Background: an optimization exercise with open tools, aiming at small area, a short achievable clock period and few clock cycles per item. Do not read the settings as production practice.

==> exp/violet: inputs <==
## simple_generic_matrix_mult
module simple_generic_matrix_mult #(
    parameter integer M = 3,
    parameter integer N = 3,
    parameter integer P = 3,
    parameter integer DATA_WIDTH = 8
)(
    input  wire clk,
    input  wire rst,
    input  wire start,
    input  wire signed [DATA_WIDTH-1:0] a_in,
    input  wire [$clog2(M*N)-1:0] a_addr,
    input  wire a_wen,
    input  wire signed [DATA_WIDTH-1:0] b_in,
    input  wire [$clog2(N*P)-1:0] b_addr,
    input  wire b_wen,
    output reg [2*DATA_WIDTH-1:0] c_out,
    output reg c_valid,
    output reg done
);
    localparam integer E = 1;    
    reg [7:0] A [0:8];
    reg [7:0] B [0:8];
    always @(posedge clk) begin
        if (a_wen) A[a_addr] <= a_in;
        if (b_wen) B[b_addr] <= b_in;
    end
    reg [3:0] t;
    reg [2:0] row, col;    
    wire adv = start | (t != 0);
    always @(posedge clk or posedge rst) begin
        if (rst) begin
            t <= 0;
            row <= 3'b001;
            col <= 3'b001;
            c_valid <= 0;
            done <= 0;
        end else begin
            c_valid <= adv && (t >= E) && (t <= E + 8);
            done <= (t == E + 8);
            t <= (t == E + 8) ? 4'd0 : adv ? t + 4'd1 : 4'd0;
            if (adv && t <= 8) begin
                col <= {col[1:0], col[2]};
                if (col[2]) row <= {row[1:0], row[2]};
            end
        end
    end
    wire [7:0] ma0 = ({8{row[0]}} & A[0]) | ({8{row[1]}} & A[3]) | ({8{row[2]}} & A[6]);
    wire [7:0] ma1 = ({8{row[0]}} & A[1]) | ({8{row[1]}} & A[4]) | ({8{row[2]}} & A[7]);
  ...
clock: 10.0 ns
lec_check: 0
abc_clock_period_in_ps: 3000
cap_margin: 20
core_margin: 2
core_utilization: 40
slew_margin: 20
synth_hierarchical: 1
synth_minimum_keep_size: 0
standard.sh (not shown) runs the stock make flow with config.mk's settings and CLKGATE_MAP_FILE= SYNTH_SCRIPT=/design/flow/synth_recipe.tcl, a recipe that flattens the netlist after the stock synthesis.
==> flow/flow/run.sh <==
#!/bin/bash
set -euo pipefail
bash standard.sh SETUP_SLACK_MARGIN=7 finish > standard_flow.log 2>&1
==> exp/yarrow: changes against exp/violet <==
--- a/flow/design.v
+++ b/flow/design.v
@@ -15,44 +15,40 @@
     input  wire b_wen,
     output reg [2*DATA_WIDTH-1:0] c_out,
     output reg c_valid,
     output reg done
 );
     localparam integer E = 1;    
-    reg [7:0] A [0:8];
-    reg [7:0] B [0:8];
-    always @(posedge clk) begin
-        if (a_wen) A[a_addr] <= a_in;
-        if (b_wen) B[b_addr] <= b_in;
-    end
     reg [3:0] t;
-    reg [2:0] row, col;    
-    wire adv = start | (t != 0);
+    wire rd = start | ((t != 0) & (t <= 8));           
+    wire rot_b = rd;                                    
+    wire rot_a = rd & ((t == 2) | (t == 5) | (t == 8));  
     always @(posedge clk or posedge rst) begin
         if (rst) begin
             t <= 0;
-            row <= 3'b001;
-            col <= 3'b001;
             c_valid <= 0;
             done <= 0;
         end else begin
-            c_valid <= adv && (t >= E) && (t <= E + 8);
+            c_valid <= (t >= E) && (t <= E + 8) && (t != 0 || start);
             done <= (t == E + 8);
-            t <= (t == E + 8) ? 4'd0 : adv ? t + 4'd1 : 4'd0;
-            if (adv && t <= 8) begin
-                col <= {col[1:0], col[2]};
-                if (col[2]) row <= {row[1:0], row[2]};
-            end
+            t <= (t == E + 8) ? 4'd0 : (start || t != 0) ? t + 4'd1 : 4'd0;
+        end
+    end
+    reg [7:0] A [0:8];
+    reg [7:0] B [0:8];
+    integer x;
+    always @(posedge clk) begin
+        for (x = 0; x < 9; x = x + 1) begin
+            if (rot_a) A[x] <= A[(x + 3) % 9];
+            else if (a_wen && a_addr == x) A[x] <= a_in;
+            if (rot_b) B[x] <= B[(x % 3 == 2) ? x - 2 : x + 1];
+            else if (b_wen && b_addr == x) B[x] <= b_in;
         end
     end
-    wire [7:0] ma0 = ({8{row[0]}} & A[0]) | ({8{row[1]}} & A[3]) | ({8{row[2]}} & A[6]);
-    wire [7:0] ma1 = ({8{row[0]}} & A[1]) | ({8{row[1]}} & A[4]) | ({8{row[2]}} & A[7]);
-    wire [7:0] ma2 = ({8{row[0]}} & A[2]) | ({8{row[1]}} & A[5]) | ({8{row[2]}} & A[8]);
-    wire [7:0] mb0 = ({8{col[0]}} & B[0]) | ({8{col[1]}} & B[1]) | ({8{col[2]}} & B[2]);
-    wire [7:0] mb1 = ({8{col[0]}} & B[3]) | ({8{col[1]}} & B[4]) | ({8{col[2]}} & B[5]);
-    wire [7:0] mb2 = ({8{col[0]}} & B[6]) | ({8{col[1]}} & B[7]) | ({8{col[2]}} & B[8]);
+    wire [7:0] ma0 = A[0], ma1 = A[1], ma2 = A[2];
+    wire [7:0] mb0 = B[0], mb1 = B[3], mb2 = B[6];
     wire [7:0] a0 = ma0, a1 = ma1, a2 = ma2, b0 = mb0, b1 = mb1, b2 = mb2;
     wire pp0_0_0, pp0_0_1, pp0_0_2, pp0_0_3, pp0_0_4, pp0_0_5, pp0_0_6, pp0_0_7, pp0_1_0, pp0_1_1, pp0_1_2, pp0_1_3, pp0_1_4, pp0_1_5, pp0_1_6, pp0_1_7, pp0_2_0, pp0_2_1, pp0_2_2, pp0_2_3, pp0_2_4, pp0_2_5, pp0_2_6, pp0_2_7, pp0_3_0, pp0_3_1, pp0_3_2, pp0_3_3, pp0_3_4, pp0_3_5, pp0_3_6, pp0_3_7, pp0_4_0, pp0_4_1, pp0_4_2, pp0_4_3, pp0_4_4, pp0_4_5, pp0_4_6, pp0_4_7, pp0_5_0, pp0_5_1, pp0_5_2, pp0_5_3, pp0_5_4, pp0_5_5, pp0_5_6, pp0_5_7, pp0_6_0, pp0_6_1, pp0_6_2, pp0_6_3, pp0_6_4, pp0_6_5, pp0_6_6, pp0_6_7, pp0_7_0, pp0_7_1, pp0_7_2, pp0_7_3, pp0_7_4, pp0_7_5, pp0_7_6, pp0_7_7, pp1_0_0, pp1_0_1, pp1_0_2, pp1_0_3, pp1_0_4, pp1_0_5, pp1_0_6, pp1_0_7, pp1_1_0, pp1_1_1, pp1_1_2, pp1_1_3, pp1_1_4, pp1_1_5, pp1_1_6, pp1_1_7, pp1_2_0, pp1_2_1, pp1_2_2, pp1_2_3, pp1_2_4, pp1_2_5, pp1_2_6, pp1_2_7, pp1_3_0, pp1_3_1, pp1_3_2, pp1_3_3, pp1_3_4, pp1_3_5, pp1_3_6, pp1_3_7, pp1_4_0, pp1_4_1, pp1_4_2, pp1_4_3, pp1_4_4, pp1_4_5, pp1_4_6, pp1_4_7, pp1_5_0, pp1_5_1, pp1_5_2, pp1_5_3, pp1_5_4, pp1_5_5, pp1_5_6, pp1_5_7, pp1_6_0, pp1_6_1, pp1_6_2, pp1_6_3, pp1_6_4, pp1_6_5, pp1_6_6, pp1_6_7, pp1_7_0, pp1_7_1, pp1_7_2, pp1_7_3, pp1_7_4, pp1_7_5, pp1_7_6, pp1_7_7, pp2_0_0, pp2_0_1, pp2_0_2, pp2_0_3, pp2_0_4, pp2_0_5, pp2_0_6, pp2_0_7, pp2_1_0, pp2_1_1, pp2_1_2, pp2_1_3, pp2_1_4, pp2_1_5, pp2_1_6, pp2_1_7, pp2_2_0, pp2_2_1, pp2_2_2, pp2_2_3, pp2_2_4, pp2_2_5, pp2_2_6, pp2_2_7, pp2_3_0, pp2_3_1, pp2_3_2, pp2_3_3, pp2_3_4, pp2_3_5, pp2_3_6, pp2_3_7, pp2_4_0, pp2_4_1, pp2_4_2, pp2_4_3, pp2_4_4, pp2_4_5, pp2_4_6, pp2_4_7, pp2_5_0, pp2_5_1, pp2_5_2, pp2_5_3, pp2_5_4, pp2_5_5, pp2_5_6, pp2_5_7, pp2_6_0, pp2_6_1, pp2_6_2, pp2_6_3, pp2_6_4, pp2_6_5, pp2_6_6, pp2_6_7, pp2_7_0, pp2_7_1, pp2_7_2, pp2_7_3, pp2_7_4, pp2_7_5, pp2_7_6, pp2_7_7, s1, c2, s3, c4, s5, c6, s7, c8, s9, c10, s11, c12, s13, c14, s15, c16, s17, c18, s19, c20, s21, c22, s23, c24, s25, c26, s27, c28, s29, c30, s31, c32, s33, c34, s35, c36, s37, c38, s39, c40, s41, c42, s43, c44, s45, c46, s47, c48, s49, c50, s51, c52, s53, c54, s55, c56, s57, c58, s59, c60, s61, c62, s63, c64, s65, c66, s67, c68, s69, c70, s71, c72, s73, c74, s75, c76, s77, c78, s79, c80, s81, c82, s83, c84, s85, c86, s87, c88, s89, c90, s91, c92, s93, c94, s95, c96, s97, c98, s99, c100, s101, c102, s103, c104, s105, c106, s107, c108, s109, c110, s111, c112, s113, c114, s115, c116, s117, c118, s119, c120, s121, c122, s123, c124, s125, c126, s127, c128, s129, c130, s131, c132, s133, c134, s135, c136, s137, c138, s139, c140, s141, c142, s143, c144, s145, c146, s147, c148, s149, c150, s151, c152, s153, c154, s155, c156, s157, c158, s159, c160, s161, c162, s163, c164, s165, c166, s167, c168, s169, c170, s171, c172, s173, c174, s175, c176, s177, c178, s179, c180, s181, c182, s183, c184, s185, c186, s187, c188, s189, c190, s191, c192, s193, c194, s195, c196, s197, c198, s199, c200, s201, c202, s203, c204, s205, c206, s207, c208, s209, c210, s211, c212, s213, c214, s215, c216, s217, c218, s219, c220, s221, c222, s223, c224, s225, c226, s227, c228, s229, c230, s231, c232, s233, c234, s235, c236, s237, c238, s239, c240, s241, c242, s243, c244, s245, c246, s247, c248, s249, c250, s251, c252, s253, s254, c255, s256, c257, s258, c259, s260, c261, s262, c263, s264, c265, s266, c267, s268, c269, s270, c271, s272, c273, s274, c275, s276, c277, s278, c279, s280, c281, s282, c283, s284, c285, s286, c287, s288, c289, s290, c291, s292, c293, s294, c295, s296, c297, s298, c299, s300, c301, s302, c303, s304, c305, s306, c307, s308, c309, s310, c311, s312, c313, s314, c315, s316, c317, s318, c319, s320, c321, s322, c323, s324, c325, s326, c327, s328, c329, s330, c331, s332, c333, s334, c335, s336, c337, s338;
     assign pp0_0_0 = a0[0] & b0[0];
     assign pp0_0_1 = a0[0] & b0[1];
     assign pp0_0_2 = a0[0] & b0[2];
     assign pp0_0_3 = a0[0] & b0[3];
==> summary.txt <==
| quantity | exp/violet | exp/yarrow |
|---|---|---|
| Distinct cells, synth | 40 | 48 |
| Global routing usage summed across all routing layers | 0.188 | 0.187 |
| XOR/XNOR Fraction of Synth Area | 0.0104 | 0.0107 |
| FF-to-FF setup slack | 6430 ps | 6860 ps |
| Share of flip-flops with an asynchronous set or reset | 0.0543 | 0.0279 |
| Largest net degree at the start of global routing | 27 | 73 |
| Slowest cell delay on critical path | 560 ps | 570 ps |
| Peak clock frequency supported by timing | 280 MHz | 318 MHz |
| Syn Inst Count | 816 | 932 |
| Data arrival, critical path | 3980 ps | 3600 ps |
| Final RePlAce weighted congestion | 0.837 | 0.776 |
| Post-DP HPWL | 19.2 mm | 20.1 mm |
| Post-Place Cell Area | 13,000 um^2 | 13,600 um^2 |
| Status | timing/DRC/antenna clean | timing/DRC/antenna clean |
| Startpoint of the most critical setup path | row[0]$_DFFE_PP1P_ | ra_c271$_DFF_P_ |
No run of this note included a check of the RTL's function; only the layout flow was run.

==> afterwards: timing with drivers on the ports <==
Ports are ideal in the flow. The routed layouts listed here were re-timed in OpenROAD.
Step 1, drivers: a clkbuf_16 drives clk and a buf_2 each remaining input, both assumed.
Step 2 times the ports against the registers' clock, not the clock port: input delays grow and output delays shrink by t, the midpoint of the rising clock arrivals with the driver on.
Three values: ideal ports, drivers, drivers and shift; two values: the first two.
run	shift t [ns]	setup slack, ns	worst setup path after step 2	clock arrival spread, ns
exp/violet	0.579	6.434 / 6.434 / 6.434	register to register	0.017 / 0.018
exp/yarrow	0.579	6.857 / 6.857 / 6.442	input to register	0.018 / 0.017
After both steps setup and hold are still met in every run listed. For exp/yarrow, which loses most, drivers alone change the setup slack by 0.000 ns; drivers and shift together by -0.415 ns.
